Background: an optimization exercise with open tools, aiming at a short achievable clock period and few clock cycles. Do not read the settings as production practice. Function was checked by simulation only, so behaviour that the tests miss may differ from the original. Power figures rest on the tool's default switching activity, not on a simulated workload.

job 101:
==> flow/design.v (excerpt) <==
module SingleCycleMIPS( 
    clk,
    rst_n,
    IR_addr,
    IR,
    ReadDataMem,
    CEN,
    WEN,
    A,
    Data2Mem,
    OEN
);
For scale: about 13000 cells after synthesis.
Settings: LEC_CHECK=0, CAP_MARGIN=40, CORE_MARGIN=2, CORE_UTILIZATION=45, PLACE_DENSITY=0.6, SETUP_SLACK_MARGIN=5, SLEW_MARGIN=40, SYNTH_HIERARCHICAL=1, SYNTH_MINIMUM_KEEP_SIZE=0; clock period 9.0 ns.
standard.sh (not shown) runs the stock make flow with config.mk's settings and CLKGATE_MAP_FILE= SYNTH_SCRIPT=/design/flow/synth_recipe.tcl, a recipe that flattens the netlist after the stock synthesis.
==> flow/flow/run.sh <==
#!/bin/bash
set -euo pipefail
bash standard.sh synth > synth.log 2>&1
bash standard.sh SETUP_SLACK_MARGIN=6 TNS_END_PERCENT=100 finish > layout.log 2>&1
Testbench counts of job 101, summed over its fixed seeds: cycles 45,293.
What job 102 does differently from job 101 at the input level:
-- flow/design.v --
<<< job 101, line 273
assign y = s[4] ? l2[W +: W] : l2[0 +: W];
endmodule
module SingleCycleMIPS( 
    clk,
>>> job 102, line 273
assign y = s[4] ? l2[W +: W] : l2[0 +: W];
endmodule
module Add3 #(parameter W = 9) (
    input  [W-1:0] a,
    input  [W-1:0] b,
    input  [W-1:0] c,
    input          cin,
    output [W-1:0] s
);
wire [W-1:0] x = a ^ b ^ c;
wire [W-1:0] y = { (a[W-2:0] & b[W-2:0]) | (a[W-2:0] & c[W-2:0]) | (b[W-2:0] & c[W-2:0]), cin };
KSAdd #(.W(W)) add(.a(x), .b(y), .s(s));
endmodule
module OutReg #(parameter W = 32) (
    input              clk,
    input              rst_n,
    input      [W-1:0] d,
    output reg [W-1:0] q
);
always @(posedge clk) begin
    if (~rst_n) q <= {W{1'b0}};
    else        q <= d;
end
endmodule
module SingleCycleMIPS( 
    clk,
<<< job 101, line 336
reg  [6:0]  A_r;
reg  [31:0] D_r;
assign IR_addr  = pc;
assign CEN      = CEN_r;
assign WEN      = WEN_r;
>>> job 102, line 358
reg  [6:0]  A_r;
reg  [31:0] D_r;
assign CEN      = CEN_r;
assign WEN      = WEN_r;
<<< job 101, line 461
KSAdd #(.W(9)) wadd(.a(w_res[8:0]), .b(d_ir[8:0]), .s(w_sum));
AOMux #(.N(32), .W(7)) amux(.d({ d_sums, d_ir[8:2] }), .sel(d_rs_asel), .y(rf_addr));
wire [6:0]  d_addr = ({7{fa_ld}} & ld_sum[8:2]) | ({7{fa_w}} & w_sum[8:2])
                   | ({7{d_fww}} & d_fww_sum) | rf_addr;
ALU alu(
>>> job 102, line 482
KSAdd #(.W(9)) wadd(.a(w_res[8:0]), .b(d_ir[8:0]), .s(w_sum));
AOMux #(.N(32), .W(7)) amux(.d({ d_sums, d_ir[8:2] }), .sel(d_rs_asel), .y(rf_addr));
wire [8:0]  e_osum;
Add3 #(.W(9)) eadd(.a(e_a[8:0]), .b(e_bx[8:0]), .c(d_ir[8:0]), .cin(e_cin), .s(e_osum));
wire        fa_alu = fe_a & ~e_lw;
wire [6:0]  d_addr = ({7{fa_ld}} & ld_sum[8:2]) | ({7{fa_w}} & w_sum[8:2])
                   | ({7{fa_alu}} & e_osum[8:2])
                   | ({7{d_fww}} & d_fww_sum) | rf_addr;
ALU alu(
<<< job 101, line 536
wire [31:0] f_next = redirect ? redir_pc :
                     stall    ? pc       : f_pred;
always @(posedge clk) begin
    if (~rst_n) begin
>>> job 102, line 561
wire [31:0] f_next = redirect ? redir_pc :
                     stall    ? pc       : f_pred;
OutReg #(.W(32)) pc_out(.clk(clk), .rst_n(rst_n), .d(f_next), .q(IR_addr));
always @(posedge clk) begin
    if (~rst_n) begin
<<< job 101, line 582
        d_fww_sum <= f_wws[8:2];
        d_invr   <= f_sub | f_slt;
        d_stall  <= f_mem & f_fe_a & ~d_lw;
    end else begin
        d_rs_sel <= d_fe_a ? 32'd0 : d_rs_oh;
>>> job 102, line 608
        d_fww_sum <= f_wws[8:2];
        d_invr   <= f_sub | f_slt;
        d_stall  <= f_mem & f_fe_a & ~d_lw & ~d_add & ~d_sub;
    end else begin
        d_rs_sel <= d_fe_a ? 32'd0 : d_rs_oh;
Flip-flop and latch count (job 102 vs. job 101) increases slightly
Design area improves in job 102 relative to job 101.
Re width of the die: job 101 was lower than job 102.
The endpoint required time on the critical path in job 102 sits 2.64 ns above the value recorded for job 101.
Job 102 vs job 101 on area after synthesis: job 102 is the higher one.
Summary of job 102 over job 101: number of clock sinks now larger, final total power now larger.
Changes observed in job 102 relative to job 101: proportion of power drawn by combinational gates went down, logic depth of the worst path, buffers included went up, reported clock group power went up, pin count of the biggest net entering global routing went down, share of the final layout cell area in multi-input gates went down.
Total wire length: job 102 better than job 101
Setup slack sits higher in job 102 than in job 101.
Testbench counts of job 102, summed over its fixed seeds: cycles 45,109.

re-timing with driven ports:
The results above use ideal ports. As a check the final layouts listed here were re-extracted and re-timed, cells and wires unchanged.
Step 1 assumes that a clkbuf_16 drives the clock port and a buf_2 every other input.
Step 2 also shifts input and output timing later by t, the mid clock arrival at the registers, as if the neighbouring blocks saw the same clock.
a / b / c = ideal ports / drivers / drivers and shift; a / b = the first two.
run | t, ns | slack for setup (ns) | hold WS [ns] | cell pins on the clock port's net
job 101 | 1.010 | 5.504 / 5.407 / 5.017 | 0.339 / 0.339 / 0.339 | 1
job 102 | 0.998 | 5.691 / 5.652 / 4.868 | 0.320 / 0.320 / 0.320 | 1
After both steps setup and hold are still met in every run listed. The setup slack of job 102, which loses most, moves by -0.039 ns with the drivers and by -0.823 ns with both steps.
